Source: an optimization exercise on an open RTL-to-GDS flow (aim: small area and a short achievable clock period). Production flows keep margins and buffers that such runs may drop. Only simulation tests tie the RTL to the original design; equivalence was not proved. No activity file was given, so power comes from the tool's default toggle rates.

==> flow/design.v <==
module D_ff(input clk, input reset, input d, output reg q);
	always @ (posedge clk)
	begin
		if(reset==1)
			q<=0;
		else
			q<=d;
	end
endmodule
module register32bits(input clk, input reset, input [31:0] numberIn, output [31:0] numberOut);
	D_ff d0(clk, reset, numberIn[0], numberOut[0]);
	D_ff d1(clk, reset, numberIn[1], numberOut[1]);
	D_ff d2(clk, reset, numberIn[2], numberOut[2]);
	D_ff d3(clk, reset, numberIn[3], numberOut[3]);
	D_ff d4(clk, reset, numberIn[4], numberOut[4]);
	D_ff d5(clk, reset, numberIn[5], numberOut[5]);
	D_ff d6(clk, reset, numberIn[6], numberOut[6]);
	D_ff d7(clk, reset, numberIn[7], numberOut[7]);
	D_ff d8(clk, reset, numberIn[8], numberOut[8]);
	D_ff d9(clk, reset, numberIn[9], numberOut[9]);
	D_ff d10(clk, reset, numberIn[10], numberOut[10]);
	D_ff d11(clk, reset, numberIn[11], numberOut[11]);
	D_ff d12(clk, reset, numberIn[12], numberOut[12]);
	D_ff d13(clk, reset, numberIn[13], numberOut[13]);
	D_ff d14(clk, reset, numberIn[14], numberOut[14]);
	D_ff d15(clk, reset, numberIn[15], numberOut[15]);
	D_ff d16(clk, reset, numberIn[16], numberOut[16]);
	D_ff d17(clk, reset, numberIn[17], numberOut[17]);
	D_ff d18(clk, reset, numberIn[18], numberOut[18]);
	D_ff d19(clk, reset, numberIn[19], numberOut[19]);
	D_ff d20(clk, reset, numberIn[20], numberOut[20]);
	D_ff d21(clk, reset, numberIn[21], numberOut[21]);
	D_ff d22(clk, reset, numberIn[22], numberOut[22]);
	D_ff d23(clk, reset, numberIn[23], numberOut[23]);
	D_ff d24(clk, reset, numberIn[24], numberOut[24]);
	D_ff d25(clk, reset, numberIn[25], numberOut[25]);
	D_ff d26(clk, reset, numberIn[26], numberOut[26]);
	D_ff d27(clk, reset, numberIn[27], numberOut[27]);
	D_ff d28(clk, reset, numberIn[28], numberOut[28]);
	D_ff d29(clk, reset, numberIn[29], numberOut[29]);
	D_ff d30(clk, reset, numberIn[30], numberOut[30]);
	D_ff d31(clk, reset, numberIn[31], numberOut[31]);
endmodule
module signDiffExpo(input [7:0] number1OutExpo, input [7:0] number2OutExpo, output reg [8:0] diffExpo);
	always @ (number1OutExpo or number2OutExpo)
	begin
		diffExpo=number1OutExpo-number2OutExpo;
	end
endmodule
module signToUnsign9(input [8:0] diffExpo, output reg sign, output reg [7:0] absDiff);
	always @ (diffExpo)
	begin
		sign=diffExpo[8];
		absDiff=diffExpo[7:0];
		if (sign==1)
		begin
			absDiff=~absDiff+1;
		end
	end
endmodule
module muxGreaterExpo(input [7:0] number1OutExpo, input [7:0] number2OutExpo, input sign, output reg [7:0] ResultExponent8bits);
	always @ (number1OutExpo or number2OutExpo or sign)
	begin
		case (sign)
			0:
			begin
				ResultExponent8bits=number1OutExpo;
			end
			1:
			begin
				ResultExponent8bits=number2OutExpo;
			end
		endcase
	end
endmodule
module muxInputFrac(input [24:0] in1, input [24:0] in2, input selOp, output reg [24:0] Op);
	always @ (in1 or in2 or selOp)
	begin
		case (selOp)
			0:
			begin
				Op=in1;
			end
			1:
			begin
				Op=in2;
			end
		endcase
	end
endmodule
module shiftRightOp1(input [24:0] tempOp, input [7:0] absDiff, output reg [24:0] shiftOp);
	always @ (tempOp or absDiff)
	begin
		shiftOp=tempOp>>absDiff;
	end
endmodule
module muxSign(input s1, input s2, input selSign, output reg ResultSign);
	always @ (s1 or s2 or selSign)
	begin
		case (selSign)
			0:
			begin
				ResultSign=s1;
			end
			1:
			begin
				ResultSign=s2;
			end
		endcase
	end
endmodule
module unsignToSign26b(input [24:0] in25bUnsigned, input sign, output reg [25:0] out26bSigned);
	always @ (in25bUnsigned or sign)
	begin
		out26bSigned={1'b0, in25bUnsigned};
		if (sign==1)
		begin
			out26bSigned=~out26bSigned+1;
		end
	end
endmodule
module eacAdd(input [23:0] x, input [23:0] y, input sub, output [24:0] r, output neg, output zero);
	wire gb0 = x[0] & y[0];
	wire pb0 = x[0] ^ y[0];
	wire gb1 = x[1] & y[1];
	wire pb1 = x[1] ^ y[1];
	wire gb2 = x[2] & y[2];
	wire pb2 = x[2] ^ y[2];
	wire gb3 = x[3] & y[3];
	wire pb3 = x[3] ^ y[3];
	wire gb4 = x[4] & y[4];
	wire pb4 = x[4] ^ y[4];
	wire gb5 = x[5] & y[5];
	wire pb5 = x[5] ^ y[5];
	wire gb6 = x[6] & y[6];
	wire pb6 = x[6] ^ y[6];
	wire gb7 = x[7] & y[7];
	wire pb7 = x[7] ^ y[7];
	wire gb8 = x[8] & y[8];
	wire pb8 = x[8] ^ y[8];
	wire gb9 = x[9] & y[9];
	wire pb9 = x[9] ^ y[9];
	wire gb10 = x[10] & y[10];
	wire pb10 = x[10] ^ y[10];
	wire gb11 = x[11] & y[11];
	wire pb11 = x[11] ^ y[11];
	wire gb12 = x[12] & y[12];
	wire pb12 = x[12] ^ y[12];
	wire gb13 = x[13] & y[13];
	wire pb13 = x[13] ^ y[13];
	wire gb14 = x[14] & y[14];
	wire pb14 = x[14] ^ y[14];
	wire gb15 = x[15] & y[15];
	wire pb15 = x[15] ^ y[15];
	wire gb16 = x[16] & y[16];
	wire pb16 = x[16] ^ y[16];
	wire gb17 = x[17] & y[17];
	wire pb17 = x[17] ^ y[17];
	wire gb18 = x[18] & y[18];
	wire pb18 = x[18] ^ y[18];
	wire gb19 = x[19] & y[19];
	wire pb19 = x[19] ^ y[19];
	wire gb20 = x[20] & y[20];
	wire pb20 = x[20] ^ y[20];
	wire gb21 = x[21] & y[21];
	wire pb21 = x[21] ^ y[21];
	wire gb22 = x[22] & y[22];
	wire pb22 = x[22] ^ y[22];
	wire gb23 = x[23] & y[23];
	wire pb23 = x[23] ^ y[23];
	wire g1_1 = gb1 | (pb1 & gb0);
	wire p1_1 = pb1 & pb0;
	wire g1_3 = gb3 | (pb3 & gb2);
	wire p1_3 = pb3 & pb2;
	wire g1_5 = gb5 | (pb5 & gb4);
	wire p1_5 = pb5 & pb4;
	wire g1_7 = gb7 | (pb7 & gb6);
	wire p1_7 = pb7 & pb6;
	wire g1_9 = gb9 | (pb9 & gb8);
	wire p1_9 = pb9 & pb8;
	wire g1_11 = gb11 | (pb11 & gb10);
	wire p1_11 = pb11 & pb10;
	wire g1_13 = gb13 | (pb13 & gb12);
	wire p1_13 = pb13 & pb12;
	wire g1_15 = gb15 | (pb15 & gb14);
	wire p1_15 = pb15 & pb14;
	wire g1_17 = gb17 | (pb17 & gb16);
	wire p1_17 = pb17 & pb16;
	wire g1_19 = gb19 | (pb19 & gb18);
	wire p1_19 = pb19 & pb18;
	wire g1_21 = gb21 | (pb21 & gb20);
	wire p1_21 = pb21 & pb20;
	wire g1_23 = gb23 | (pb23 & gb22);
	wire p1_23 = pb23 & pb22;
	wire g2_2 = gb2 | (pb2 & g1_1);
	wire p2_2 = pb2 & p1_1;
	wire g2_3 = g1_3 | (p1_3 & g1_1);
	wire p2_3 = p1_3 & p1_1;
	wire g2_6 = gb6 | (pb6 & g1_5);
	wire p2_6 = pb6 & p1_5;
	wire g2_7 = g1_7 | (p1_7 & g1_5);
	wire p2_7 = p1_7 & p1_5;
	wire g2_10 = gb10 | (pb10 & g1_9);
	wire p2_10 = pb10 & p1_9;
	wire g2_11 = g1_11 | (p1_11 & g1_9);
	wire p2_11 = p1_11 & p1_9;
	wire g2_14 = gb14 | (pb14 & g1_13);
	wire p2_14 = pb14 & p1_13;
	wire g2_15 = g1_15 | (p1_15 & g1_13);
	wire p2_15 = p1_15 & p1_13;
	wire g2_18 = gb18 | (pb18 & g1_17);
	wire p2_18 = pb18 & p1_17;
	wire g2_19 = g1_19 | (p1_19 & g1_17);
	wire p2_19 = p1_19 & p1_17;
	wire g2_22 = gb22 | (pb22 & g1_21);
	wire p2_22 = pb22 & p1_21;
	wire g2_23 = g1_23 | (p1_23 & g1_21);
	wire p2_23 = p1_23 & p1_21;
	wire g3_4 = gb4 | (pb4 & g2_3);
	wire p3_4 = pb4 & p2_3;
	wire g3_5 = g1_5 | (p1_5 & g2_3);
	wire p3_5 = p1_5 & p2_3;
	wire g3_6 = g2_6 | (p2_6 & g2_3);
	wire p3_6 = p2_6 & p2_3;
	wire g3_7 = g2_7 | (p2_7 & g2_3);
	wire p3_7 = p2_7 & p2_3;
	wire g3_12 = gb12 | (pb12 & g2_11);
	wire p3_12 = pb12 & p2_11;
	wire g3_13 = g1_13 | (p1_13 & g2_11);
	wire p3_13 = p1_13 & p2_11;
	wire g3_14 = g2_14 | (p2_14 & g2_11);
	wire p3_14 = p2_14 & p2_11;
	wire g3_15 = g2_15 | (p2_15 & g2_11);
	wire p3_15 = p2_15 & p2_11;
	wire g3_20 = gb20 | (pb20 & g2_19);
	wire p3_20 = pb20 & p2_19;
	wire g3_21 = g1_21 | (p1_21 & g2_19);
	wire p3_21 = p1_21 & p2_19;
	wire g3_22 = g2_22 | (p2_22 & g2_19);
	wire p3_22 = p2_22 & p2_19;
	wire g3_23 = g2_23 | (p2_23 & g2_19);
	wire p3_23 = p2_23 & p2_19;
	wire g4_8 = gb8 | (pb8 & g3_7);
	wire p4_8 = pb8 & p3_7;
	wire g4_9 = g1_9 | (p1_9 & g3_7);
	wire p4_9 = p1_9 & p3_7;
	wire g4_10 = g2_10 | (p2_10 & g3_7);
	wire p4_10 = p2_10 & p3_7;
	wire g4_11 = g2_11 | (p2_11 & g3_7);
	wire p4_11 = p2_11 & p3_7;
	wire g4_12 = g3_12 | (p3_12 & g3_7);
	wire p4_12 = p3_12 & p3_7;
	wire g4_13 = g3_13 | (p3_13 & g3_7);
	wire p4_13 = p3_13 & p3_7;
	wire g4_14 = g3_14 | (p3_14 & g3_7);
	wire p4_14 = p3_14 & p3_7;
	wire g4_15 = g3_15 | (p3_15 & g3_7);
	wire p4_15 = p3_15 & p3_7;
	wire g5_16 = gb16 | (pb16 & g4_15);
	wire p5_16 = pb16 & p4_15;
	wire g5_17 = g1_17 | (p1_17 & g4_15);
	wire p5_17 = p1_17 & p4_15;
	wire g5_18 = g2_18 | (p2_18 & g4_15);
	wire p5_18 = p2_18 & p4_15;
	wire g5_19 = g2_19 | (p2_19 & g4_15);
	wire p5_19 = p2_19 & p4_15;
	wire g5_20 = g3_20 | (p3_20 & g4_15);
	wire p5_20 = p3_20 & p4_15;
	wire g5_21 = g3_21 | (p3_21 & g4_15);
	wire p5_21 = p3_21 & p4_15;
	wire g5_22 = g3_22 | (p3_22 & g4_15);
	wire p5_22 = p3_22 & p4_15;
	wire g5_23 = g3_23 | (p3_23 & g4_15);
	wire p5_23 = p3_23 & p4_15;
	wire call = g5_23;
	wire e = sub & call;                  
	wire inv = sub & ~call;               
	assign neg = inv & ~p5_23;
	assign zero = sub & p5_23;
	assign r[0] = pb0 ^ e ^ inv;
	assign r[1] = pb1 ^ (gb0 | (pb0 & e)) ^ inv;
	assign r[2] = pb2 ^ (g1_1 | (p1_1 & e)) ^ inv;
	assign r[3] = pb3 ^ (g2_2 | (p2_2 & e)) ^ inv;
	assign r[4] = pb4 ^ (g2_3 | (p2_3 & e)) ^ inv;
	assign r[5] = pb5 ^ (g3_4 | (p3_4 & e)) ^ inv;
	assign r[6] = pb6 ^ (g3_5 | (p3_5 & e)) ^ inv;
	assign r[7] = pb7 ^ (g3_6 | (p3_6 & e)) ^ inv;
	assign r[8] = pb8 ^ (g3_7 | (p3_7 & e)) ^ inv;
	assign r[9] = pb9 ^ (g4_8 | (p4_8 & e)) ^ inv;
	assign r[10] = pb10 ^ (g4_9 | (p4_9 & e)) ^ inv;
	assign r[11] = pb11 ^ (g4_10 | (p4_10 & e)) ^ inv;
	assign r[12] = pb12 ^ (g4_11 | (p4_11 & e)) ^ inv;
	assign r[13] = pb13 ^ (g4_12 | (p4_12 & e)) ^ inv;
	assign r[14] = pb14 ^ (g4_13 | (p4_13 & e)) ^ inv;
	assign r[15] = pb15 ^ (g4_14 | (p4_14 & e)) ^ inv;
	assign r[16] = pb16 ^ (g4_15 | (p4_15 & e)) ^ inv;
	assign r[17] = pb17 ^ (g5_16 | (p5_16 & e)) ^ inv;
	assign r[18] = pb18 ^ (g5_17 | (p5_17 & e)) ^ inv;
	assign r[19] = pb19 ^ (g5_18 | (p5_18 & e)) ^ inv;
	assign r[20] = pb20 ^ (g5_19 | (p5_19 & e)) ^ inv;
	assign r[21] = pb21 ^ (g5_20 | (p5_20 & e)) ^ inv;
	assign r[22] = pb22 ^ (g5_21 | (p5_21 & e)) ^ inv;
	assign r[23] = pb23 ^ (g5_22 | (p5_22 & e)) ^ inv;
	assign r[24] = ~sub & call;
endmodule
module signToUnsign26(input [25:0] ALUout, output reg sign, output reg [24:0] frac);
	always @ (ALUout)
	begin
		sign=ALUout[25];
		frac=ALUout[24:0];
		if (sign==1)
		begin
			frac=~frac+1;
		end
	end
endmodule
module floatingPointAdder(input [31:0] in1, input [31:0] in2, input clk, input reset, output ResultSign1bit, output [7:0] ResultExponent8bits, output [24:0] ResultFraction25bits);
	wire        sub    = in1[31] ^ in2[31];
	wire [8:0]  d12    = {1'b0, in1[30:23]} - {1'b0, in2[30:23]};
	wire [7:0]  d21    = in2[30:23] - in1[30:23];
	wire        swap   = d12[8];                        
	wire [7:0]  absd   = swap ? d21 : d12[7:0];         
	wire [7:0]  expBig = swap ? in2[30:23] : in1[30:23];
	wire [22:0] fBig   = swap ? in2[22:0] : in1[22:0];
	wire        sBig   = swap ? in2[31] : in1[31];
	wire [23:0] sSm    = {1'b1, swap ? in1[22:0] : in2[22:0]} ^ {24{sub}};
	wire [23:0] l0     = absd[0] ? {sub, sSm[23:1]}        : sSm;
	wire [23:0] l1     = absd[1] ? {{2{sub}}, l0[23:2]}    : l0;
	wire [23:0] l2     = absd[2] ? {{4{sub}}, l1[23:4]}    : l1;
	wire [23:0] l3     = absd[3] ? {{8{sub}}, l2[23:8]}    : l2;
	wire [23:0] l4     = absd[4] ? {{16{sub}}, l3[23:16]}  : l3;
	wire [23:0] sAl    = (absd[7:5] != 0) ? {24{sub}} : l4;
	reg  [7:0]  rExp;
	reg  [22:0] rBig;
	reg  [23:0] rSm;
	reg         rSub, rSBig;
	always @(posedge clk) begin
		if (reset) begin
			rExp  <= 8'd0;
			rBig  <= 23'd0;
			rSm   <= 24'h800000;
			rSub  <= 1'b0;
			rSBig <= 1'b0;
		end else begin
			rExp  <= expBig;
			rBig  <= fBig;
			rSm   <= sAl;
			rSub  <= sub;
			rSBig <= sBig;
		end
	end
	wire        neg, zero;
	eacAdd ADD({1'b1, rBig}, rSm, rSub, ResultFraction25bits, neg, zero);
	assign ResultSign1bit       = (rSBig ^ neg) & ~zero;
	assign ResultExponent8bits  = rExp;
endmodule
==> flow/flow/run.sh <==
#!/bin/bash
# Standard layout with two changes: synthesis maps the logic with the ABC script
# in flow/abc_area.script (area-oriented mapping, then gate sizing), and the
# ports get a plain buf_2 as their buffer.
set -e
rm -rf scripts_mod
cp -r "$FLOW_HOME/scripts" scripts_mod
cp flow/abc_area.script scripts_mod/abc_area.script
export BUFFER_PORTS_ARGS="-buffer_cell sky130_fd_sc_hd__buf_2"
export CTS_ARGS="-sink_clustering_enable -repair_clock_nets -buf_list {sky130_fd_sc_hd__clkbuf_4 sky130_fd_sc_hd__clkbuf_8} -dont_use_dummy_load"
SCRIPTS_DIR=$PWD/scripts_mod bash standard.sh synth > synth.log 2>&1
bash standard.sh > standard.log 2>&1
==> flow/flow/abc_area.script <==
strash
dch
map -D 2500
topo
stime -c
buffer -c
upsize -c -D 2500
dnsize -c -D 2500
==> flow/standard.sh <==
#!/bin/bash
# synth_recipe.tcl (not shown) runs the flow's synth.tcl, then flattens the netlist and writes it again
# the make line also repeats each setting of config.mk as NAME=value (left out here)
make -C /OpenROAD-flow-scripts/flow DESIGN_CONFIG=/design/flow/config.mk WORK_HOME=/design/flow/orfs CLKGATE_MAP_FILE= SYNTH_SCRIPT=/design/flow/synth_recipe.tcl "${@:-finish}"
==> flow/config.mk <==
export PLATFORM = sky130hd
export DESIGN_NAME = floatingPointAdder
export DESIGN_NICKNAME = floatingPointAdder
export VERILOG_FILES = /design/flow/design.v
export SDC_FILE = /design/flow/constraint.sdc
export NUM_CORES = 4
export LEC_CHECK = 0
export ABC_AREA = 1
export CAP_MARGIN = 20
export CORE_MARGIN = 2
export CORE_UTILIZATION = 70
export CTS_BUF_LIST = sky130_fd_sc_hd__clkbuf_4 sky130_fd_sc_hd__clkbuf_8
export PLACE_DENSITY = 0.8
export SETUP_SLACK_MARGIN = 5
export SLEW_MARGIN = 20
==> flow/constraint.sdc <==
create_clock -name core_clock -period 11.0 [get_ports {clk}]
set_input_delay 2.2000 -clock core_clock [delete_from_list [all_inputs] [get_ports {clk}]]
set_output_delay 2.2000 -clock core_clock [all_outputs]
set_load 0.01 [all_outputs]
==> implementation parameters, run 1 <==
Parameter                              Value

Status
  Outcome ... timing/DRC/antenna clean

CTS
  Root buffer cell ... clkbuf_8
  Number of levels in the clock H-tree ... 3
  Hold Buf Count CTS ... 0
  CTS tree ... yes
  Maximum clock insertion buffer count ... 2
  Clock transition time at the flip-flop clock pins of the worst setup and hold paths ... about 60 ps
  Number of clock sinks ... between 50 and 60
  Number of buffers added by the clock tree synthesis step ... 9

Timing
  Min cycle time layout ... 5850 ps
  Share of the cycle needed by the critical path after routing ... a little over half
  Fmax ... roughly 170 MHz
  Hold slack ... 2110 ps
  Setup repair after global routing missed its margin ... no
  Max-slew violations ... 0
  Transition time at the pin with the least slew margin ... roughly 970 ps
  Setup_tns ... 0 ps
  Setup slack after layout ... approximately 5000 ps
  Slew headroom ... around 36%
  Fin. Hold Viols ... 0
  Count of final setup violators ... 0

Global routing
  Number of antenna violations at the first check in global routing ... 0
  Wire length of the first global-routing pass ... around 20 mm
  Via count of the first global-routing pass ... 4644
  Pin count of the biggest net entering global routing ... 83
  Remaining global-route overflow ... 0
  Overall fraction of global-route tracks in use ... between 30% and 40%

Route
  Post-route antenna net violation count ... 0
  Final routed wirelength across all metal layers ... roughly 14 mm
  Post-detailed-route DRC marker count ... 0
  Vias per cell ... between 5 and 6
  First-pass iteration count of the detailed router ... 7
  Number of vias after detailed routing ... between 5k and 6k
  Routed WL per cell ... 14.2 um
  DR iter-0 viols ... ~450

Finish
  Net total in the final layout ... between 900 and 1k
  Count of non-filler cells in the finished layout ... 951
  Number of antenna diodes ... 0
  Highest-count cells in the layout ignoring fill and taps ... o21ai_0, nor2_1, buf_2
  Share of cells above drive strength 1 ... approximately 16%
  Most common cell after layout, fill and taps aside ... o21ai_0
  Synthesis-to-layout area growth ... 14.9%

Synthesis
  Number of flops mapped to enable cells by yosys ... 0
  Fraction of registers with async set or reset after synthesis ... 0%
  Post-synthesis net count ... around 900
  Cell accounting for the most synthesized area ... dfxtp_1
  Most used flip-flop cell after synthesis ... dfxtp_1
  Mapped Cells ... just under 800
  Cell variety after synth ... 37
  Per-instance average area after synthesis ... 6.65 um^2
  Synthesized flop and latch total ... 57
  Share of Yosys cell area claimed by the top area cell type ... between 20% and 30%
  Top cells by area in the synthesized netlist ... dfxtp_1, xor2_1, o21ai_0
  Register area share after synthesis ... approximately 22%
  Netlist area before placement ... around 5000 um^2
  Yosys warning count ... 1

Floorplanning
  Area of the die ... 8010 um^2
  Effective utilization at floorplan ... between 70 and 80%
  Die Y ... just under 90 um
  Die boundary width ... 89.5 um
  Cell row count ... 31
  Area of the core ... between 7000 and 8000 um^2
  Boundary Pins ... 100

Run
  Max-cap viol count ... 0

Setup path
  Required time worst endpoint ... about 11000 ps
  Max stage delay cell, worst path ... o21ai_0
  Data arrival time at the worst-slack endpoint ... roughly 6100 ps
  Critical Path Start Type ... input port
  Type of element capturing the critical path ... flop
  Cell mode on critical path ... nor2_1
  Largest fanout on the critical path ... 82
  Cells along the critical path ... buf_2 -> inv_1 -> ha_1 -> inv_1 -> o31ai_1 -> nand4_1 -> nand3_2 -> buf_8 -> nor2_1 -> a21oi_1 -> xor2_1 -> buf_4 -> clkinvlp_4 -> o21ai_0 -> o21ai_0 -> nor2_1 -> nor2_1
  CP peak stage delay ... about 500 ps
  Kind of cell with the highest combined delay on the critical path ... buffers and inverters
  Buf/Inv on CP ... 6
  Setup Crit Path Kind ... in -> reg

Pwr
  Static leakage ... 0.00299 uW
  Worst vdd rail ir drop ... about 0.00012 V
  Post-layout power ... approximately 900 uW
  Pwr Density ... approximately 150 nW/um^2

Place
  Final weighted congestion in routability-driven placement ... roughly 1.0
  Minimum setup slack after placement ... 4870 ps
  Final HPWL from detailed placement ... 10.4 mm
  Count of buffers inserted at the top-level ports ... just under 100
  Inst Count DP ... between 900 and 1k

Min path
  Classification of the worst-slack hold path ... in -> reg
## metrics by stage
step / cell area [um^2] / utilization, %
after floorplan: 5120 / -
after global placement: 5640 / 78.6
after detailed placement: 5640 / 78.6
after CTS: 5770 / 80.3
after global routing: 5880 / 81.9
final: 5880 / 81.9
## path summary, 6_finish.rpt
kind                     from        to  slack (ps)  cells after the start
worst max-delay path  in1[26]   rSm[18]        5150                     17
worst min-delay path  in1[18]  rBig[18]        2110                      3
## synth_stat cells, drive strengths merged (5+ instances only)
master,instances
nor2,104
a21oi,80
nand2,96
ha,38
a211oi,6
mux2i,20
nor3,9
xnor2,12
inv,92
clkbuf,25
o21ai,111
o31ai,5
nand3,12
xor2,63
dfxtp,57
buf,13
a31oi,5
## routing by layer
metal / up-vias / track usage, % / wire [um] / share of wire [%]
met2: 255 / 59.6 / 6770 / 50
met5: - / 0 / 0 / 0
met3: 39 / 5.08 / 932 / 6.9
met4: 0 / 9.91 / 318 / 2.3
met1: 2440 / 38.0 / 5530 / 41
li1: 2700 / - / - / -
## state kept, by name, indices dropped and copies added (netlist names)
register	cells
rBig	23
rSBig	1
rSm	24
rExp	8
rSub	1
## final cells by class
type                       count  area (um^2)
multi-input combinational    582         3540
inverter                      93          357
fill                         520         1300
sequential                    57         1140
tap                           99          124
timing repair buffer         110          589
timing repair inverter         1         5.00
clock buffer                   9          124
## logic make-up (layout without fill, tap and decap cells)
logic type,count (synthesis),count (layout),share of synthesized area (%)
DFF,57,57,22.3
adders and majority gates,41,41,10.5
muxes,20,20,3.91
AOI/OAI and AO/OA,219,219,22.8
and+or+nand+nor,227,227,17.8
xor gates and xnor gates,75,75,12.8
buffers and inverters,131,213,9.95
## report_power, final
part / leakage [uW] / internal (uW) / switching (uW)
clock: 0.0000647 / 72.3 / 66.7
sequential: 0.000476 / 234 / 11.1
combinational: 0.00245 / 188 / 335
## repair_timing
action | in CTS | in global routing
gates resized for setup | 1 | 13
setup endpoints to repair | 2 | 43
cloned | 0 | 1
buffers inserted | 0 | 6
pin swaps | 0 | 2
==> run 2, diff against run 1 <==
==> flow/flow/abc_area.script (replaced) <==
strash
dch
map -D 2000
topo
stime -c
buffer -c
upsize -c -D 2000
dnsize -c -D 2000
==> run 2 against run 1 <==
Against the previous run:
- still clean on timing, DRC and antenna
- synthesized cell count fell by 1.9%
- combinational power fell by 3.8%
- worst hold slack got worse by 24 ps
- power fell by 1.4%
- synthesized area rose by 0.15%
- wire length rose by 3.0%
- largest power group unchanged
==> implementation parameters, run 2 <==
Parameter                              Value

Synthesis
  Top cells by area in the synthesized netlist ... dfxtp_1, xor2_1, o21ai_0
  Mapped Cells ... 755 (-1.9%)
  Netlist area before placement ... 5120 um^2 (+0.15%)
  Cell accounting for the most synthesized area ... dfxtp_1
  Yosys warning count ... 1 (unchanged)
  Number of flops mapped to enable cells by yosys ... 0 (unchanged)
  Most common cell in the netlist ... nand2_1
  Synthesized flop and latch total ... 57 (unchanged)
  Share of Yosys cell area claimed by the top area cell type ... 22.3% (-0.033 points)
  Commonest cells in the synthesized netlist ... nand2_1, o21ai_0, nor2_1
  Cell variety after synth ... 43 (+16%)
  Post-synthesis net count ... 862 (-1.7%)
  Per-instance average area after synthesis ... 6.79 um^2 (+2.1%)
  Fraction of registers with async set or reset after synthesis ... 0% (unchanged)
  Most used flip-flop cell after synthesis ... dfxtp_1
  Register area share after synthesis ... 22.3% (-0.033 points)

Timing
  Fmax ... 175 MHz (+2.3%)
  Max-slew violations ... 0 (unchanged)
  Setup repair after global routing missed its margin ... no
  Slew headroom ... 28.7% (-6.8 points)
  Min cycle time layout ... 5710 ps (-132 ps)
  Setup_tns ... 0 ps (unchanged)
  Fin. Hold Viols ... 0 (unchanged)
  Share of the cycle needed by the critical path after routing ... 52.0% (-1.2 points)
  Count of final setup violators ... 0 (unchanged)
  Transition time at the pin with the least slew margin ... 1060 ps (+96.9 ps)

Setup path
  Critical Path Start Type ... input port
  Cells along the critical path ... buf_2 -> inv_1 -> ha_1 -> inv_1 -> fa_1 -> nand2_1 -> nand2_1 -> a21oi_2 -> nor4_2 -> nor2_4 -> buf_12 -> clkinvlp_4 -> buf_4 -> nand2_1 -> nand3_1 -> a221oi_2 -> xor2_1 -> nor2_1 -> nand2_1 -> inv_2 -> nand3_1 -> o21ai_0
  Cell mode on critical path ... nand2_1
  Setup Crit Path Kind ... in -> reg
  Largest fanout on the critical path ... 79 (-3.7%)
  Type of element capturing the critical path ... flop
  CP peak stage delay ... 380 ps (-120 ps)
  Required time worst endpoint ... 11250 ps (+40 ps)
  Max stage delay cell, worst path ... fa_1
  Data arrival time at the worst-slack endpoint ... 5970 ps (-80 ps)

Global routing
  Global routing met2 resource utilization ... 58.5% (-1.1 points)
  Pin count of the biggest net entering global routing ... 80 (-3.6%)
  Wire length of the first global-routing pass ... 21.2 mm (+6.4%)
  Remaining global-route overflow ... 0 (unchanged)
  Via count of the first global-routing pass ... 4646 (+0.043%)
  Global routing met1 resource utilization ... 44.1% (+6.0 points)
  Overall fraction of global-route tracks in use ... 34.1% (+1.9 points)
  Number of antenna violations at the first check in global routing ... 0 (unchanged)
  Most heavily used metal layer in global routing ... met2
  Global routing usage on met3 ... 5.72% (+0.65 points)

Finish
  Sequential standard cell area ... 1140 um^2 (unchanged)
  Number of antenna diodes ... 0 (unchanged)
  Share of cells above drive strength 1 ... 16.8% (+0.73 points)
  Synthesis-to-layout area growth ... 13.1%
  Net total in the final layout ... 942 (-2.0%)
  Most common cell after layout, fill and taps aside ... nand2_1
  Number of flip-flops under the largest register name ... 24 (unchanged)
  Highest-count cells in the layout ignoring fill and taps ... nand2_1, o21ai_0, nor2_1
  Count of filler cells inserted in the layout ... 516 (-0.77%)
  Leading registers by flop count ... rSm: 24 flops, rBig: 23 flops, rExp: 8 flops
  Multi-input gate area ... 3580 um^2 (+1.1%)
  Final design instance area without fill ... 5800 um^2 (-1.4%)
  Register containing the most flip-flops in the final layout ... rSm

CTS
  CTS tree ... yes
  Number of levels in the clock H-tree ... 3 (unchanged)
  Maximum clock insertion buffer count ... 2 (unchanged)
  Clock transition time at the flip-flop clock pins of the worst setup and hold paths ... 70 ps (about the same)
  Number of buffers added by the clock tree synthesis step ... 9 (unchanged)
  Root buffer cell ... clkbuf_8
  Hold Buf Count CTS ... 0 (unchanged)
  Number of clock sinks ... 57 (unchanged)

Route
  Final routed wirelength across all metal layers ... 14.0 mm (+3.0%)
  Number of vias after detailed routing ... 5349 (-1.6%)
  Routed WL per cell ... 15.0 um (+5.1%)
  Post-route antenna net violation count ... 0 (unchanged)
  Post-detailed-route DRC marker count ... 0 (unchanged)
  DR iter-0 viols ... 464 (+2.4%)
  Vias per cell ... 5.74 (+0.44%)
  First-pass iteration count of the detailed router ... 6 (-1)

Floorplanning
  Area of the die ... 8020 um^2 (+0.15%)
  Die Y ... 89.6 um (about the same)
  Boundary Pins ... 100 (unchanged)
  Effective utilization at floorplan ... 71.4% (+0.10 points)
  Cell row count ... 31 (unchanged)
  Die boundary width ... 89.6 um (about the same)
  Area of the core ... 7180 um^2 (unchanged)

Pwr
  Pwr Density ... 154 nW/um^2 (about the same)
  Static leakage ... 0.00295 uW (-1.5%)
  Worst vdd rail ir drop ... 0.0000843 V (-30%)

Min path
  Startpoint of the lowest-slack hold path ... in2[19]
  Hold path cells ... 3 (unchanged)
  Classification of the worst-slack hold path ... in -> reg
  Hold endpoint ... rBig[19]

Run
  Max-cap viol count ... 0 (unchanged)

Place
  Area after DPL ... 5630 um^2 (-0.18%)
  Final HPWL from detailed placement ... 10.5 mm (+1.4%)
  Count of buffers inserted at the top-level ports ... 99 (unchanged)
  Final weighted congestion in routability-driven placement ... 0.981 (-5.2%)

Status
  Outcome ... timing/DRC/antenna clean
==> run 2: power breakdown <==
group	internal (uW)	switching, uW
Combinational	183	321
Sequential	233	13.7
Clock	72.4	71.4
Total	488	406
==> run 2: through the flow <==
stage | util (%) | hold slack (ps) | instances | total power (uW) | worst slack [ps]
6_report | 80.8 | 2090 | 932 | 894 | 5290
2_1_floorplan | - | 2320 | 755 | 603 | 6150
3_5_place_dp | 78.4 | 2430 | 921 | 735 | 4400
3_3_place_gp | 78.3 | 2420 | 921 | 724 | 4450
5_1_grt | 80.8 | 2120 | 932 | 963 | 5010
4_1_cts | 80.2 | 2080 | 930 | 880 | 5050
==> run 2: final cells by class <==
type                       count  share of cell area [%]
multi-input combinational    591                    61.7
inverter                      70                    4.60
sequential                    57                    19.7
timing repair buffer         106                    9.73
clock buffer                   9                    2.14
tap                           99                    2.14
==> run 2: worst max-delay path by stage <==
stage                 start                       end  slack [ps]  cells after the start
finish              in1[23]                   rSm[11]        5290                     22
global route        in1[23]                   rSm[10]        5010                     22
CTS                 in1[23]                    rSm[1]        5050                     21
detailed placement  in1[23]                    rSm[1]        4400                     21
global placement    in1[23]                    rSm[5]        4450                     20
floorplan            rSm[9]  ResultFraction25bits[20]        6150                     14
==> run 2: metal layers <==
layer | routed length [um] | vias to the layer above | share of wire (%)
met4 | 240 | 0 | 1.7
met2 | 6680 | 243 | 48
li1 | - | 2650 | -
met1 | 5960 | 2427 | 43
met3 | 1070 | 29 | 7.7
met5 | 0 | - | 0
==> run 2: kinds of logic after synthesis <==
logic type	Yosys count	share of synthesized area [%]
buffers and inverters	107	8.40
xor gates and xnor gates	74	12.6
adders and majority gates	41	10.4
DFF	57	22.3
and+or+nand+nor	248	19.3
muxes	24	4.69
AOI/OAI and AO/OA	204	22.3
==> run 2: what timing repair did <==
item	in CTS	in global routing
endpoints found under the setup margin	21	33
setup buffers	0	2
resized for setup	2	5
==> run 2: critical path, delay by kind of cell <==
family | cells | cell delay [ps]
buffers and inverters | 7 | 1310
and+or+nand+nor | 9 | 1080
AOI/OAI and AO/OA | 3 | 690
adders and majority gates | 2 | 530
xor gates and xnor gates | 1 | 140
==> run 3, diff against run 2 <==
==> flow/flow/abc_area.script (replaced) <==
strash
dch
map -a
topo
stime -c
buffer -c
upsize -c
dnsize -c
==> run 3 against run 2 <==
Against the previous run:
- sequential cell count unchanged
- clock power about the same
- clock-buffer cell count unchanged
- core utilization increased by 0.52 points
- sequential power about the same
- worst hold slack improved by 34 ps
==> implementation parameters, run 3 <==
Parameter                              Value

Run
  Max-cap viol count ... 0 (unchanged)

Setup path
  Data arrival time at the worst-slack endpoint ... 3660 ps (-2310 ps)
  Critical Path Start Type ... flop
  Max stage delay cell, worst path ... dfxtp_2
  Setup Crit Path Kind ... reg -> out
  Cells along the critical path ... ha_4 -> a21oi_2 -> inv_1 -> a21oi_2 -> nor2_1 -> nor2_1 -> inv_1 -> a211o_1 -> a221oi_2 -> inv_2 -> nand3_1 -> nand2_1 -> nand2_1 -> inv_2 -> a21oi_4 -> nor2_1 -> nor3_2 -> nor2_1 -> nor2_1 -> xor2_1 -> buf_2
  Required time worst endpoint ... 8800 ps (-2450 ps)
  CP peak stage delay ... 330 ps (-50 ps)
  Cell mode on critical path ... nor2_1
  Type of element capturing the critical path ... primary output
  Largest fanout on the critical path ... 5 (-94%)

Timing
  Setup_tns ... 0 ps (unchanged)
  Hold slack ... 2120 ps (+34.2 ps)
  Share of the cycle needed by the critical path after routing ... 53.2% (+1.3 points)
  Transition time at the pin with the least slew margin ... 1010 ps (-54.9 ps)
  Fin. Hold Viols ... 0 (unchanged)
  Min cycle time layout ... 5860 ps (+140 ps)
  Setup slack after layout ... 5140 ps (-140 ps)
  Max-slew violations ... 0 (unchanged)
  Slew headroom ... 32.7% (+4.0 points)
  Fmax ... 171 MHz (-2.4%)
  Count of final setup violators ... 0 (unchanged)
  Setup repair after global routing missed its margin ... no

Place
  Final weighted congestion in routability-driven placement ... 1.02 (+3.5%)
  Minimum setup slack after placement ... 4580 ps (+176 ps)
  Count of buffers inserted at the top-level ports ... 99 (unchanged)
  Final HPWL from detailed placement ... 10.7 mm (+1.4%)

Floorplanning
  Area of the die ... 8150 um^2 (+1.5%)
  Die boundary width ... 90.3 um (+0.76%)
  Cell row count ... 31 (unchanged)
  Effective utilization at floorplan ... 72.2% (+0.76 points)
  Die Y ... 90.3 um (+0.76%)
  Area of the core ... 7210 um^2 (+0.54%)
  Boundary Pins ... 100 (unchanged)

Finish
  Leading registers by flop count ... rSm: 24 flops, rBig: 23 flops, rExp: 8 flops
  Register containing the most flip-flops in the final layout ... rSm
  Count of filler cells inserted in the layout ... 518 (+0.39%)
  Most common cell after layout, fill and taps aside ... o21ai_0
  Highest-count cells in the layout ignoring fill and taps ... o21ai_0, nor2_1, buf_2
  Synthesis-to-layout area growth ... 12.7%
  Net total in the final layout ... 957 (+1.6%)
  Number of antenna diodes ... 0 (unchanged)
  Share of cells above drive strength 1 ... 16.9% (+0.056 points)
  Number of flip-flops under the largest register name ... 24 (unchanged)

Synthesis
  Most common cell in the netlist ... o21ai_0
  Top cells by area in the synthesized netlist ... dfxtp_1, xor2_1, o21ai_0
  Netlist area before placement ... 5210 um^2 (+1.6%)
  Per-instance average area after synthesis ... 6.75 um^2 (-0.50%)
  Cell variety after synth ... 44 (+2.3%)
  Share of Yosys cell area claimed by the top area cell type ... 21.9% (-0.35 points)
  Post-synthesis net count ... 878 (+1.9%)
  Cell accounting for the most synthesized area ... dfxtp_1
  Register area share after synthesis ... 21.9% (-0.35 points)
  Number of flops mapped to enable cells by yosys ... 0 (unchanged)
  Fraction of registers with async set or reset after synthesis ... 0% (unchanged)
  Yosys warning count ... 1 (unchanged)
  Synthesized flop and latch total ... 57 (unchanged)
  Commonest cells in the synthesized netlist ... o21ai_0, nor2_1, nand2_1
  Most used flip-flop cell after synthesis ... dfxtp_1
  Mapped Cells ... 771 (+2.1%)

Global routing
  Pin count of the biggest net entering global routing ... 84 (+5.0%)
  Remaining global-route overflow ... 0 (unchanged)
  Number of antenna violations at the first check in global routing ... 0 (unchanged)
  Via count of the first global-routing pass ... 4801 (+3.3%)
  Overall fraction of global-route tracks in use ... 33.0% (-1.1 points)
  Wire length of the first global-routing pass ... 22.1 mm (+3.9%)

Route
  First-pass iteration count of the detailed router ... 6 (unchanged)
  Post-route antenna net violation count ... 0 (unchanged)
  Vias per cell ... 5.67 (-1.2%)
  Number of vias after detailed routing ... 5369 (+0.37%)
  Final routed wirelength across all metal layers ... 13.9 mm (-0.13%)
  Post-detailed-route DRC marker count ... 0 (unchanged)
  DR iter-0 viols ... 421 (-9.3%)
  Routed WL per cell ... 14.7 um (-1.7%)

Status
  Outcome ... timing/DRC/antenna clean

Pwr
  Pwr Density ... 157 nW/um^2 (+1.5%)
  Worst vdd rail ir drop ... 0.0000900 V (+6.7%)
  Static leakage ... 0.00301 uW (+2.3%)
  Post-layout power ... 919 uW (+2.7%)

CTS
  Root buffer cell ... clkbuf_8
  Maximum clock insertion buffer count ... 2 (unchanged)
  Clock transition time at the flip-flop clock pins of the worst setup and hold paths ... 60 ps (about the same)
  Number of clock sinks ... 57 (unchanged)
  Number of buffers added by the clock tree synthesis step ... 9 (unchanged)
  CTS tree ... yes
  Number of levels in the clock H-tree ... 3 (unchanged)

Min path
  Classification of the worst-slack hold path ... in -> reg
[run 3: cell types whose count changed in the layout (fill, tap and decap cells not counted), sizes merged, moves of 3 or more]
cell and change:
xor2 +3, o21bai -3, or2 -3, o31ai +4
a211oi +3, nand2 -24, mux2i -4, a21o -3
a21oi +16, inv +25, nor3 +7
[run 3: critical path: cells and delay by family (launching register included)]
| kind | cells | cell delay, ps |
|---|---|---|
| and+or+nand+nor | 9 | 1090 |
| AOI/OAI and AO/OA | 5 | 1010 |
| buffers and inverters | 5 | 490 |
| DFF | 1 | 330 |
| adders and majority gates | 1 | 240 |
| xor gates and xnor gates | 1 | 170 |
[run 3: metrics by stage]
stage	area, um^2	util, %	cells
finish	5870	81.3	947
global route	5870	81.3	947
CTS	5820	80.6	946
detailed placement	5690	78.9	937
global placement	5690	78.9	937
floorplan	5210	-	771
[run 3: logic make-up (layout without fill, tap and decap cells)]
family	count (synthesis)	after routing	share of synthesized area, %
AND/OR/NAND/NOR	228	228	17.9
multiplexers	20	20	3.84
buffers and inverters	132	209	10.4
adder cells (fa/ha/maj)	41	41	10.3
flip-flops	57	57	21.9
AO/OA/AOI/OAI	218	218	23.0
XOR/XNOR	75	75	12.6
[run 3: worst paths after layout]
kind / cells past startpoint / from / slack (ps) / endpoint
worst max-delay path: 21 / rSm[9] / 5140 / ResultFraction25bits[21]
worst min-delay path: 3 / in1[13] / 2120 / rBig[13]
[run 3: routing by layer]
layer | GRT usage (%) | up-vias | part of all wire, %
met3 | 4.42 | 28 | 6.2
met2 | 60.7 | 220 | 51
met1 | 40.4 | 2440 | 41
met4 | 8.97 | 0 | 1.9
li1 | - | 2681 | -
met5 | 0 | - | 0
[run 3: cell type report]
class	count	area [um^2]	area share, %
clock buffer	9	124	2.11
inverter	94	355	6.06
multi-input combinational	582	3560	60.6
sequential	57	1140	19.5
tap	99	124	2.11
timing repair buffer	106	564	9.62
[run 3: what timing repair did]
action / 4_1_cts / 5_1_grt
endpoints found under the setup margin: 6 / 40
gates resized for setup: 1 / 12
hold buffers: 0 / 0
pin swaps: 0 / 4
setup buffers: 0 / 1
[run 3: power breakdown]
group	internal (uW)	total (uW)	switching [uW]
clock network	72.4	143	70.1
registers	234	246	12.4
logic	189	530	341
==> run 4, diff against run 3 <==
--- a/flow/config.mk
+++ b/flow/config.mk
@@ -9,7 +9,7 @@
 export CAP_MARGIN = 20
 export CORE_MARGIN = 2
-export CORE_UTILIZATION = 70
+export CORE_UTILIZATION = 85
 export CTS_BUF_LIST = sky130_fd_sc_hd__clkbuf_4 sky130_fd_sc_hd__clkbuf_8
-export PLACE_DENSITY = 0.8
+export PLACE_DENSITY = 0.9
 export SETUP_SLACK_MARGIN = 5
 export SLEW_MARGIN = 20
==> run 4 against run 3 <==
Against the previous run:
- the flow now stops in 3_3_place_gp
- synthesized area unchanged
- synthesized cell count unchanged
==> implementation parameters, run 4 <==
Parameter                              Value

Floorplanning
  Die boundary width ... 82.3 um (-8.8%)
  Effective utilization at floorplan ... 88.0% (+16 points)
  Cell row count ... 28 (-9.7%)
  Boundary Pins ... 100 (unchanged)
  Die Y ... 82.3 um (-8.8%)

Synthesis
  Cell variety after synth ... 44 (unchanged)
  Top cells by area in the synthesized netlist ... dfxtp_1, xor2_1, o21ai_0
  Most used flip-flop cell after synthesis ... dfxtp_1
  Fraction of registers with async set or reset after synthesis ... 0% (unchanged)
  Most common cell in the netlist ... o21ai_0
  Commonest cells in the synthesized netlist ... o21ai_0, nor2_1, nand2_1
  Per-instance average area after synthesis ... 6.75 um^2 (unchanged)
  Synthesized flop and latch total ... 57 (unchanged)
  Number of flops mapped to enable cells by yosys ... 0 (unchanged)
  Cell accounting for the most synthesized area ... dfxtp_1
  Netlist area before placement ... 5210 um^2 (unchanged)
  Mapped Cells ... 771 (unchanged)
  Post-synthesis net count ... 878 (unchanged)
  Share of Yosys cell area claimed by the top area cell type ... 21.9% (unchanged)
  Register area share after synthesis ... 21.9% (unchanged)
  Yosys warning count ... 1 (unchanged)

Place
  Count of buffers inserted at the top-level ports ... 99 (unchanged)

Status
  Outcome ... stopped before the end
  Stage where the run ended ... 3_3_place_gp
  Tool error ... [ERROR GPL-0301] Utilization 104.932 % exceeds 100%.
-- run 4: cell counts after synthesis --
Identical to the previous run, type by type.
-- run 4: cells by family after synthesis --
logic type | count (synthesis) | share of synthesized area [%]
AOI/OAI and AO/OA | 218 | 23.0
xor gates and xnor gates | 75 | 12.6
adders and majority gates | 41 | 10.3
buffers and inverters | 132 | 10.4
DFF | 57 | 21.9
muxes | 20 | 3.84
and+or+nand+nor | 228 | 17.9
==> run 5, diff against run 4 <==
--- a/flow/design.v
+++ b/flow/design.v
@@ -318,11 +318,10 @@
 	wire        sub    = in1[31] ^ in2[31];
 	wire [8:0]  d12    = {1'b0, in1[30:23]} - {1'b0, in2[30:23]};
-	wire [7:0]  d21    = in2[30:23] - in1[30:23];
 	wire        swap   = d12[8];                        
-	wire [7:0]  absd   = swap ? d21 : d12[7:0];         
+	wire [7:0]  absd   = d12[7:0] ^ {8{swap}};
 	wire [7:0]  expBig = swap ? in2[30:23] : in1[30:23];
 	wire [22:0] fBig   = swap ? in2[22:0] : in1[22:0];
 	wire        sBig   = swap ? in2[31] : in1[31];
-	wire [23:0] sSm    = {1'b1, swap ? in1[22:0] : in2[22:0]} ^ {24{sub}};
+	wire [23:0] sSm    = (swap ? {2'b01, in1[22:1]} : {1'b1, in2[22:0]}) ^ {24{sub}};
 	wire [23:0] l0     = absd[0] ? {sub, sSm[23:1]}        : sSm;
 	wire [23:0] l1     = absd[1] ? {{2{sub}}, l0[23:2]}    : l0;
--- a/flow/config.mk
+++ b/flow/config.mk
@@ -9,7 +9,7 @@
 export CAP_MARGIN = 20
 export CORE_MARGIN = 2
-export CORE_UTILIZATION = 85
+export CORE_UTILIZATION = 70
 export CTS_BUF_LIST = sky130_fd_sc_hd__clkbuf_4 sky130_fd_sc_hd__clkbuf_8
-export PLACE_DENSITY = 0.9
+export PLACE_DENSITY = 0.8
 export SETUP_SLACK_MARGIN = 5
 export SLEW_MARGIN = 20
==> run 5 against run 4 <==
Against the previous run:
- the run now finishes clean
- synthesized area fell by 4.4%
- synthesized cell count fell by 5.8%
==> implementation parameters, run 5 <==
Parameter                              Value

Status
  Outcome ... timing/DRC/antenna clean

Synthesis
  Cell variety after synth ... 43 (-2.3%)
  Yosys warning count ... 1 (unchanged)
  Register area share after synthesis ... 22.9% (+1.0 points)
  Most common cell in the netlist ... nor2_1
  Mapped Cells ... 726 (-5.8%)
  Synthesized flop and latch total ... 57 (unchanged)
  Post-synthesis net count ... 825 (-6.0%)
  Top cells by area in the synthesized netlist ... dfxtp_1, xor2_1, o21ai_0
  Most used flip-flop cell after synthesis ... dfxtp_1
  Fraction of registers with async set or reset after synthesis ... 0% (unchanged)
  Netlist area before placement ... 4980 um^2 (-4.4%)
  Number of flops mapped to enable cells by yosys ... 0 (unchanged)
  Share of Yosys cell area claimed by the top area cell type ... 22.9% (+1.0 points)
  Per-instance average area after synthesis ... 6.86 um^2 (+1.5%)
  Commonest cells in the synthesized netlist ... nor2_1, nand2_1, o21ai_0
  Cell accounting for the most synthesized area ... dfxtp_1

CTS
  Number of levels in the clock H-tree ... 3
  Number of clock sinks ... 57
  Number of buffers added by the clock tree synthesis step ... 9
  CTS tree ... yes
  Root buffer cell ... clkbuf_8
  Hold Buf Count CTS ... 0
  Clock transition time at the flip-flop clock pins of the worst setup and hold paths ... approximately 60 ps
  Maximum clock insertion buffer count ... 2

Setup path
  Largest fanout on the critical path ... 5
  Type of element capturing the critical path ... primary output
  Data arrival time at the worst-slack endpoint ... roughly 3700 ps
  Required time worst endpoint ... about 8800 ps
  Critical Path Start Type ... flop
  Setup Crit Path Kind ... reg -> out

Place
  Final weighted congestion in routability-driven placement ... 0.958
  Count of buffers inserted at the top-level ports ... 99 (unchanged)
  Minimum setup slack after placement ... 5110 ps
  Final HPWL from detailed placement ... about 10 mm

Global routing
  Number of antenna violations at the first check in global routing ... 0
  Via count of the first global-routing pass ... 4725
  Overall fraction of global-route tracks in use ... between 30% and 40%
  Wire length of the first global-routing pass ... between 20 and 25 mm
  Remaining global-route overflow ... 0
  Pin count of the biggest net entering global routing ... between 60 and 70

Run
  Max-cap viol count ... 0

Floorplanning
  Area of the core ... between 6000 and 7000 um^2
  Die Y ... 88.3 um (+7.4%)
  Boundary Pins ... 100 (unchanged)
  Cell row count ... 30 (+7.1%)
  Die boundary width ... 88.3 um (+7.4%)
  Effective utilization at floorplan ... 72.9% (-15 points)
  Area of the die ... 7800 um^2

Timing
  Max-slew violations ... 0
  Share of the cycle needed by the critical path after routing ... between 50% and 60%
  Count of final setup violators ... 0
  Min cycle time layout ... 5930 ps
  Fin. Hold Viols ... 0
  Setup repair after global routing missed its margin ... no
  Slew headroom ... approximately 32%
  Fmax ... around 170 MHz
  Transition time at the pin with the least slew margin ... just over 1000 ps
  Setup_tns ... 0 ps
  Setup slack after layout ... roughly 5100 ps

Route
  Number of vias after detailed routing ... about 5.3k
  Post-route antenna net violation count ... 0
  DR iter-0 viols ... roughly 520
  Routed WL per cell ... 15.8 um
  First-pass iteration count of the detailed router ... 5
  Vias per cell ... about 5.9
  Post-detailed-route DRC marker count ... 0
  Final routed wirelength across all metal layers ... about 14 mm

Finish
  Leading registers by flop count ... rSm: 24 flops, rBig: 23 flops, rExp: 8 flops
  Count of filler cells inserted in the layout ... between 400 and 500
  Post-Route Utilization ... around 83%
  Register containing the most flip-flops in the final layout ... rSm
  Number of flip-flops under the largest register name ... 24
  Number of antenna diodes ... 0
  Net total in the final layout ... a little over 900
  Synthesis-to-layout area growth ... 13.6%
  Highest-count cells in the layout ignoring fill and taps ... nor2_1, buf_2, nand2_1
  Share of cells above drive strength 1 ... between 10% and 20%

Min path
  Classification of the worst-slack hold path ... in -> reg

Pwr
  Pwr Density ... between 150 and 200 nW/um^2
  Post-layout power ... 959 uW
  Worst vdd rail ir drop ... just over 0.00009 V
  Static leakage ... slightly below 0.003 uW
[run 5: changes by cell type after synthesis, sizes merged, moves of 4 or more]
cell,previous run,this run
inv,93,77
xor2,66,70
o21ai,111,103
mux2i,20,34
a21oi,79,58
ha,38,31
a211oi,6,2
[run 5: metal layers]
layer	up-vias	routed length [um]	global-route usage, %
met1	2368	5660	44.8
met4	0	526	14.7
met2	342	6910	59.9
met3	59	1160	5.97
li1	2544	-	-
met5	-	0	0
[run 5: stage by stage]
step                      hold WS (ps)  cell area (um^2)  cells
after global routing              2110              5660    901
final                             2100              5660    901
after detailed placement          2430              5490    889
after floorplan                   2320              4980    726
after CTS                         2100              5620    898
after global placement            2440              5490    889
[run 5: what timing repair did]
| item | in CTS | in global routing |
|---|---|---|
| resized for setup | 0 | 4 |
| setup endpoints to repair | 0 | 16 |
| endpoints found under the hold margin | 0 | 0 |
| buffers inserted | 0 | 2 |
[run 5: power breakdown]
| group | total [uW] | internal, uW | switching, uW |
|---|---|---|---|
| clock network | 145 | 72.5 | 72.6 |
| logic | 569 | 199 | 370 |
| registers | 245 | 233 | 12.3 |
| total | 959 | 504 | 455 |
[run 5: critical path, cell delays in order (launching register included)]
cell,delay (ps)
dfxtp_2,330
ha_4,250
a21oi_2,120
inv_2,60
a21oi_2,140
nor2_1,80
nor2_1,110
inv_1,90
a211o_1,310
a221oi_2,360
inv_2,100
nand3_2,100
nand2_2,110
nand2_2,90
inv_2,80
a21oi_2,250
nor3_1,140
nor2_1,160
nor2_1,80
nor2_1,130
xor2_1,150
buf_2,140
[run 5: path summary, 6_finish.rpt]
check             slack (ps)  startpoint  cells after the start                  endpoint
setup / recovery        5070      rSm[9]                     21  ResultFraction25bits[13]
hold / removal          2100      in2[2]                      3                   rBig[2]
[run 5: area by class of cell]
class / instances / area, um^2 / share of cell area, %
multi-input combinational: 556 / 3430 / 60.7
sequential: 57 / 1140 / 20.2
timing repair buffer: 106 / 548 / 9.69
inverter: 77 / 289 / 5.11
clock buffer: 9 / 124 / 2.19
tap: 96 / 120 / 2.12
[run 5: logic make-up after synthesis]
group,count (synthesis),synth area share [%]
buffers and inverters,114,9.02
AOI/OAI and AO/OA,184,20.2
muxes,34,6.84
DFF,57,22.9
adders and majority gates,33,8.60
and+or+nand+nor,227,18.7
xor gates and xnor gates,77,13.7
==> run 6, diff against run 5 <==
==> flow/flow/abc_area.script (replaced) <==
strash
dch
map -D 2000
topo
stime -c
buffer -c
upsize -c -D 2000
dnsize -c -D 2000
==> run 6 against run 5 <==
Against the previous run:
- maximum frequency rose by 1.2%
- non-clock buffer count down 1
- clock-buffer cell count stayed put
- cell count is 1.2% higher
- clock power is essentially flat
==> implementation parameters, run 6 <==
Parameter                              Value

Finish
  Number of flip-flops under the largest register name ... 24 (unchanged)
  Multi-input gate area ... 3470 um^2 (+1.1%)
  Final design instance area without fill ... 5620 um^2 (-0.64%)
  Leading registers by flop count ... rSm: 24 flops, rBig: 23 flops, rExp: 8 flops
  Highest-count cells in the layout ignoring fill and taps ... nand2_1, buf_2, nor2_1
  Net total in the final layout ... 917 (+1.2%)
  Register containing the most flip-flops in the final layout ... rSm
  Share of cells above drive strength 1 ... 17.3% (-0.36 points)
  Most common cell after layout, fill and taps aside ... nand2_1
  Synthesis-to-layout area growth ... 12.1%
  Number of antenna diodes ... 0 (unchanged)
  Count of filler cells inserted in the layout ... 482 (-2.8%)
  Sequential standard cell area ... 1140 um^2 (-0.22%)

Synthesis
  Share of Yosys cell area claimed by the top area cell type ... 22.8% (-0.15 points)
  Synthesized flop and latch total ... 57 (unchanged)
  Cell variety after synth ... 49 (+14%)
  Number of flops mapped to enable cells by yosys ... 0 (unchanged)
  Top cells by area in the synthesized netlist ... dfxtp_1, nand2_1, xor2_1
  Most common cell in the netlist ... nand2_1
  Mapped Cells ... 737 (+1.5%)
  Netlist area before placement ... 5010 um^2 (+0.68%)
  Fraction of registers with async set or reset after synthesis ... 0% (unchanged)
  Post-synthesis net count ... 836 (+1.3%)
  Most used flip-flop cell after synthesis ... dfxtp_1
  Per-instance average area after synthesis ... 6.80 um^2 (-0.82%)
  Commonest cells in the synthesized netlist ... nand2_1, nor2_1, o21ai_0
  Yosys warning count ... 1 (unchanged)
  Register area share after synthesis ... 22.8% (-0.15 points)
  Cell accounting for the most synthesized area ... dfxtp_1

Timing
  Fmax ... 171 MHz (+1.2%)
  Setup slack after layout ... 5140 ps (+70.5 ps)
  Setup_tns ... 0 ps (unchanged)
  Setup repair after global routing missed its margin ... no
  Transition time at the pin with the least slew margin ... 939 ps (-74.1 ps)
  Min cycle time layout ... 5860 ps (-70.5 ps)
  Slew headroom ... 37.3% (+4.9 points)
  Max-slew violations ... 0 (unchanged)
  Share of the cycle needed by the critical path after routing ... 53.2% (-0.64 points)
  Fin. Hold Viols ... 0 (unchanged)
  Count of final setup violators ... 0 (unchanged)

Floorplanning
  Cell row count ... 30 (unchanged)
  Boundary Pins ... 100 (unchanged)
  Area of the die ... 7850 um^2 (+0.65%)
  Effective utilization at floorplan ... 73.0% (+0.094 points)
  Die boundary width ... 88.6 um (+0.32%)
  Area of the core ... 6870 um^2 (+0.55%)
  Die Y ... 88.6 um (+0.32%)

Setup path
  Type of element capturing the critical path ... primary output
  Setup Crit Path Kind ... reg -> out
  Required time worst endpoint ... 8800 ps (about the same)
  Largest fanout on the critical path ... 17 (+12)
  Critical Path Start Type ... flop
  Data arrival time at the worst-slack endpoint ... 3660 ps (-70 ps)

Place
  Final weighted congestion in routability-driven placement ... 0.988 (+3.1%)
  Count of buffers inserted at the top-level ports ... 99 (unchanged)
  Area after DPL ... 5460 um^2 (-0.62%)
  Final HPWL from detailed placement ... 11.3 mm (+8.3%)
  Minimum setup slack after placement ... 4300 ps (-809 ps)

CTS
  Clock transition time at the flip-flop clock pins of the worst setup and hold paths ... 60 ps (about the same)
  Number of clock sinks ... 57 (unchanged)
  Number of buffers added by the clock tree synthesis step ... 9 (unchanged)
  Hold Buf Count CTS ... 0 (unchanged)
  Root buffer cell ... clkbuf_8
  CTS tree ... yes
  Maximum clock insertion buffer count ... 2 (unchanged)
  Number of levels in the clock H-tree ... 3 (unchanged)

Global routing
  Remaining global-route overflow ... 0 (unchanged)
  Via count of the first global-routing pass ... 4859 (+2.8%)
  Number of antenna violations at the first check in global routing ... 1 (+1)
  Pin count of the biggest net entering global routing ... 49 (-26%)
  Wire length of the first global-routing pass ... 22.5 mm (+4.0%)
  Overall fraction of global-route tracks in use ... 37.0% (+1.6 points)

Pwr
  Pwr Density ... 173 nW/um^2 (+2.2%)
  Static leakage ... 0.00282 uW (-4.1%)
  Post-layout power ... 974 uW (+1.6%)
  Worst vdd rail ir drop ... 0.000111 V (+22%)

Route
  Routed WL per cell ... 16.2 um (+2.3%)
  DR iter-0 viols ... 630 (+20%)
  Final routed wirelength across all metal layers ... 14.8 mm (+3.5%)
  Post-route antenna net violation count ... 0 (unchanged)
  First-pass iteration count of the detailed router ... 6 (+1)
  Vias per cell ... 5.85 (-0.78%)
  Number of vias after detailed routing ... 5336 (+0.43%)
  Post-detailed-route DRC marker count ... 0 (unchanged)

Min path
  Classification of the worst-slack hold path ... in -> reg

Status
  Outcome ... timing/DRC/antenna clean

Run
  Max-cap viol count ... 0 (unchanged)
-- run 6: layout make-up --
type | count | area share (%)
Inverter | 58 | 3.92
Clock buffer | 9 | 2.20
Tap cell | 96 | 2.14
Multi-Input combinational cell | 587 | 61.7
Timing Repair Buffer | 105 | 9.69
Sequential cell | 57 | 20.3
-- run 6: path summary, 6_finish.rpt --
check | startpoint | to | slack, ps | depth (start not counted)
worst max-delay path | rSm[9] | ResultFraction25bits[9] | 5140 | 14
worst min-delay path | in2[4] | rBig[4] | 2100 | 3
-- run 6: stage by stage --
stage          hold WS (ps)  utilization (%)  std cells
2_1_floorplan          2320                -        737
3_3_place_gp           2440             79.5        901
5_1_grt                2100             81.8        912
3_5_place_dp           2430             79.5        901
4_1_cts                2090             81.6        911
6_report               2100             81.8        912
-- run 6: timing repair --
action,CTS,global route
endpoints found under the hold margin,0,0
cloned,1,0
endpoints found under the setup margin,24,24
resized for setup,3,1
pin swaps,1,1
setup buffers,0,1
-- run 6: where the power goes --
group / internal (uW) / switching [uW]
Combinational: 202 / 383
Clock: 72.5 / 71.8
Sequential: 233 / 12.6
-- run 6: metal layers --
layer | GRT usage [%] | share of wire (%) | up-vias
met5 | 0 | 0 | -
met4 | 12.0 | 2.9 | 0
met3 | 7.00 | 9.8 | 44
met2 | 63.7 | 48 | 324
met1 | 46.7 | 39 | 2373
li1 | - | - | 2595
-- run 6: cells by family after synthesis --
family | count (synthesis) | synth area share [%]
simple gates | 262 | 20.7
compound gates | 203 | 23.2
buf+inv | 94 | 8.59
xor+xnor | 78 | 14.2
flops | 57 | 22.8
fa+ha+maj | 33 | 8.54
mux | 10 | 2.00
-- run 6: critical path, cell delays in order (launching register included) --
cell	delay, ps
dfxtp_1	310
ha_1	350
a21o_1	210
a21oi_2	180
nor2_1	50
or2_1	240
a211oi_1	310
o21ai_1	170
nand2_1	150
nand2_1	80
nor2_2	360
buf_4	370
xnor2_1	170
xor2_1	200
buf_2	170
==> run 7, diff against run 6 <==
==> flow/flow/run.sh (replaced) <==
#!/bin/bash
# Standard layout with these changes: synthesis maps the logic with the ABC
# script in flow/abc_area.script (delay-bounded area mapping, then gate
# sizing); input ports get a buf_1 and output ports a buf_2 as their buffer;
# clock tree synthesis adds no dummy loads.
set -e
rm -rf scripts_mod
cp -r "$FLOW_HOME/scripts" scripts_mod
cp flow/abc_area.script scripts_mod/abc_area.script
export BUFFER_PORTS_ARGS="-buffer_cell sky130_fd_sc_hd__buf_1"
export POST_GLOBAL_PLACE_TCL=$PWD/flow/post_gpl.tcl
export CTS_ARGS="-sink_clustering_enable -repair_clock_nets -buf_list {sky130_fd_sc_hd__clkbuf_4 sky130_fd_sc_hd__clkbuf_8} -dont_use_dummy_load"
SCRIPTS_DIR=$PWD/scripts_mod bash standard.sh synth > synth.log 2>&1
bash standard.sh > standard.log 2>&1
==> flow/flow/post_gpl.tcl (new file) <==
# The ports were buffered with buf_1; the output ports drive the external
# load, so their buffers become buf_2.
foreach inst [get_cells output*] {
  replace_cell $inst sky130_fd_sc_hd__buf_2
}
--- a/flow/config.mk
+++ b/flow/config.mk
@@ -9,7 +9,7 @@
 export CAP_MARGIN = 20
 export CORE_MARGIN = 2
-export CORE_UTILIZATION = 70
+export CORE_UTILIZATION = 60
 export CTS_BUF_LIST = sky130_fd_sc_hd__clkbuf_4 sky130_fd_sc_hd__clkbuf_8
-export PLACE_DENSITY = 0.8
+export PLACE_DENSITY = 0.7
 export SETUP_SLACK_MARGIN = 5
 export SLEW_MARGIN = 20
==> run 7 against run 6 <==
Against the previous run:
- global-route usage decreased by 4.0 points
- first-iteration DRC count decreased by 28%
- critical path type is now in -> reg
- wire length increased by 1.1%
- power decreased by 0.53%
- die area increased by 16%
- critical endpoint is now rSm[0]
- sequential cell count unchanged
==> implementation parameters, run 7 <==
Parameter                              Value

Floorplanning
  Cell row count ... 33 (+10%)
  Boundary Pins ... 100 (unchanged)
  Die Y ... 95.4 um (+7.7%)
  Area of the core ... 8180 um^2 (+19%)
  Effective utilization at floorplan ... 61.3% (-12 points)
  Area of the die ... 9100 um^2 (+16%)

CTS
  Number of levels in the clock H-tree ... 3 (unchanged)
  Number of buffers added by the clock tree synthesis step ... 9 (unchanged)
  Maximum clock insertion buffer count ... 2 (unchanged)
  Root buffer cell ... clkbuf_8
  CTS tree ... yes
  Number of clock sinks ... 57 (unchanged)

Synthesis
  Yosys warning count ... 1 (unchanged)
  Synthesized flop and latch total ... 57 (unchanged)
  Cell variety after synth ... 49 (unchanged)
  Mapped Cells ... 737 (unchanged)
  Number of flops mapped to enable cells by yosys ... 0 (unchanged)
  Commonest cells in the synthesized netlist ... nand2_1, nor2_1, o21ai_0
  Top cells by area in the synthesized netlist ... dfxtp_1, nand2_1, xor2_1
  Share of Yosys cell area claimed by the top area cell type ... 22.8% (unchanged)
  Most used flip-flop cell after synthesis ... dfxtp_1
  Post-synthesis net count ... 836 (unchanged)
  Netlist area before placement ... 5010 um^2 (unchanged)
  Register area share after synthesis ... 22.8% (unchanged)
  Fraction of registers with async set or reset after synthesis ... 0% (unchanged)
  Per-instance average area after synthesis ... 6.80 um^2 (unchanged)

Finish
  Count of non-filler cells in the finished layout ... 923 (+1.2%)
  Number of antenna diodes ... 0 (unchanged)
  Most common cell after layout, fill and taps aside ... nand2_1
  Synthesis-to-layout area growth ... 10.9%
  Final design instance area without fill ... 5560 um^2 (-1.0%)
  Register containing the most flip-flops in the final layout ... rSm
  Share of cells above drive strength 1 ... 9.41% (-7.9 points)
  Net total in the final layout ... 919 (+0.22%)
  Highest-count cells in the layout ignoring fill and taps ... nand2_1, nor2_1, o21ai_0

Place
  Area after DPL ... 5400 um^2 (-1.1%)
  Count of buffers inserted at the top-level ports ... 99 (unchanged)
  Inst Count DP ... 911 (+1.1%)

Setup path
  CP peak stage delay ... 390 ps (+20 ps)
  Max stage delay cell, worst path ... fa_1
  Setup Crit Path Kind ... in -> reg
  Required time worst endpoint ... 11180 ps (+2380 ps)
  Cells along the critical path ... buf_1 -> inv_1 -> ha_1 -> inv_1 -> fa_1 -> a211o_1 -> o21ai_2 -> nor4_2 -> nor2_4 -> buf_6 -> inv_6 -> or2_4 -> nand2_8 -> inv_2 -> o21ai_1 -> nand2_1 -> o21ai_1 -> nand2_1 -> a31oi_1 -> nor3_1 -> o21ai_1 -> o21ai_1
  Type of element capturing the critical path ... flop
  Critical Path Start Type ... input port
  Data arrival time at the worst-slack endpoint ... 5920 ps (+2260 ps)

Global routing
  Most heavily used metal layer in global routing ... met2
  Remaining global-route overflow ... 0 (unchanged)
  Global routing usage on met3 ... 4.43% (-2.6 points)
  Pin count of the biggest net entering global routing ... 49 (unchanged)
  Global routing met1 resource utilization ... 44.0% (-2.7 points)
  Overall fraction of global-route tracks in use ... 33.1% (-4.0 points)
  Number of antenna violations at the first check in global routing ... 0 (-1)
  Via count of the first global-routing pass ... 4778 (-1.7%)

Timing
  Fmax ... 174 MHz (+2.2%)
  Max-slew violations ... 0 (unchanged)
  Fin. Hold Viols ... 0 (unchanged)
  Count of final setup violators ... 0 (unchanged)
  Setup_tns ... 0 ps (unchanged)
  Share of the cycle needed by the critical path after routing ... 52.1% (-1.1 points)
  Setup repair after global routing missed its margin ... no
  Min cycle time layout ... 5730 ps (-125 ps)
  Hold slack ... 2100 ps (+3.44 ps)
  Slew headroom ... 51.4% (+14 points)

Route
  DR iter-0 viols ... 456 (-28%)
  Vias per cell ... 5.63 (-3.7%)
  Number of vias after detailed routing ... 5199 (-2.6%)
  Post-detailed-route DRC marker count ... 0 (unchanged)
  First-pass iteration count of the detailed router ... 6 (unchanged)

Status
  Outcome ... timing/DRC/antenna clean

Pwr
  Static leakage ... 0.00265 uW (-6.0%)
[run 7: critical path, delay by kind of cell]
kind | cells | cell delay [ps]
AO/OA/AOI/OAI | 7 | 1230
adder cells (fa/ha/maj) | 2 | 570
AND/OR/NAND/NOR | 7 | 1030
buffers and inverters | 6 | 850
[run 7: worst paths after layout]
| check | start | cells past startpoint | endpoint |
|---|---|---|---|
| setup / recovery | in1[23] | 22 | rSm[0] |
| hold / removal | in2[26] | 3 | rExp[3] |
[run 7: what timing repair did]
action | 4_1_cts | 5_1_grt
gates cloned | 1 | 0
buffers inserted | 2 | 0
hold buffers | 0 | 0
pin swaps | 1 | 0
endpoints found under the setup margin | 24 | 4
resized for setup | 3 | 1
[run 7: layout make-up]
| cell class | instances | area [um^2] |
|---|---|---|
| Clock buffer | 9 | 124 |
| Fill cell | 735 | 2620 |
| Inverter | 58 | 223 |
| Multi-Input combinational cell | 587 | 3460 |
| Sequential cell | 57 | 1140 |
| Tap cell | 105 | 131 |
| Timing Repair Buffer | 107 | 478 |
[run 7: cell families (layout without fill, tap and decap cells)]
family,after synthesis,in the layout,share of synthesized area [%]
adder cells (fa/ha/maj),33,33,8.54
flip-flops,57,57,22.8
AO/OA/AOI/OAI,203,203,23.2
multiplexers,10,10,2.00
buffers and inverters,94,174,8.59
XOR/XNOR,78,78,14.2
AND/OR/NAND/NOR,262,263,20.7
[run 7: power by group]
part	switching, uW	internal (uW)
Sequential	12.0	233
Clock	73.1	72.5
Combinational	380	199
Total	465	504
[run 7: layer usage]
metal,vias up,part of all wire [%]
met5,-,0
met4,0,2.3
met3,32,6.9
met2,216,48
met1,2363,43
li1,2588,-
[run 7: per-stage QoR]
stage	worst slack [ps]	power, uW
global placement	4330	791
floorplan	6020	663
detailed placement	4270	807
CTS	5350	957
global route	5010	1040
finish	5270	969

-- re-timing with driven ports --
In the flow no input, the clock included, has a driving cell. The finished layouts below were timed again as built, in two steps. Step 1, drivers: a clkbuf_16 drives clk and a buf_2 each remaining input, both assumed. Step 2 also shifts input and output timing later by t, the mid clock arrival at the registers, as if the neighbouring blocks saw the same clock. Three values: ideal, step 1, step 2; two values: the first two.
| run | t, ns | setup WS [ns] |
|---|---|---|
| run 1 | 0.352 | 5.153 / 5.160 / 4.807 |
| run 2 | 0.364 | 5.285 / 5.299 / 4.935 |
| run 3 | 0.366 | 5.145 / 5.112 / 5.079 |
| run 5 | 0.359 | 5.073 / 5.043 / 4.877 |
| run 6 | 0.359 | 5.144 / 5.114 / 4.930 |
| run 7 | 0.363 | 5.269 / 5.277 / 4.914 |
After both steps every run listed still meets setup and hold.
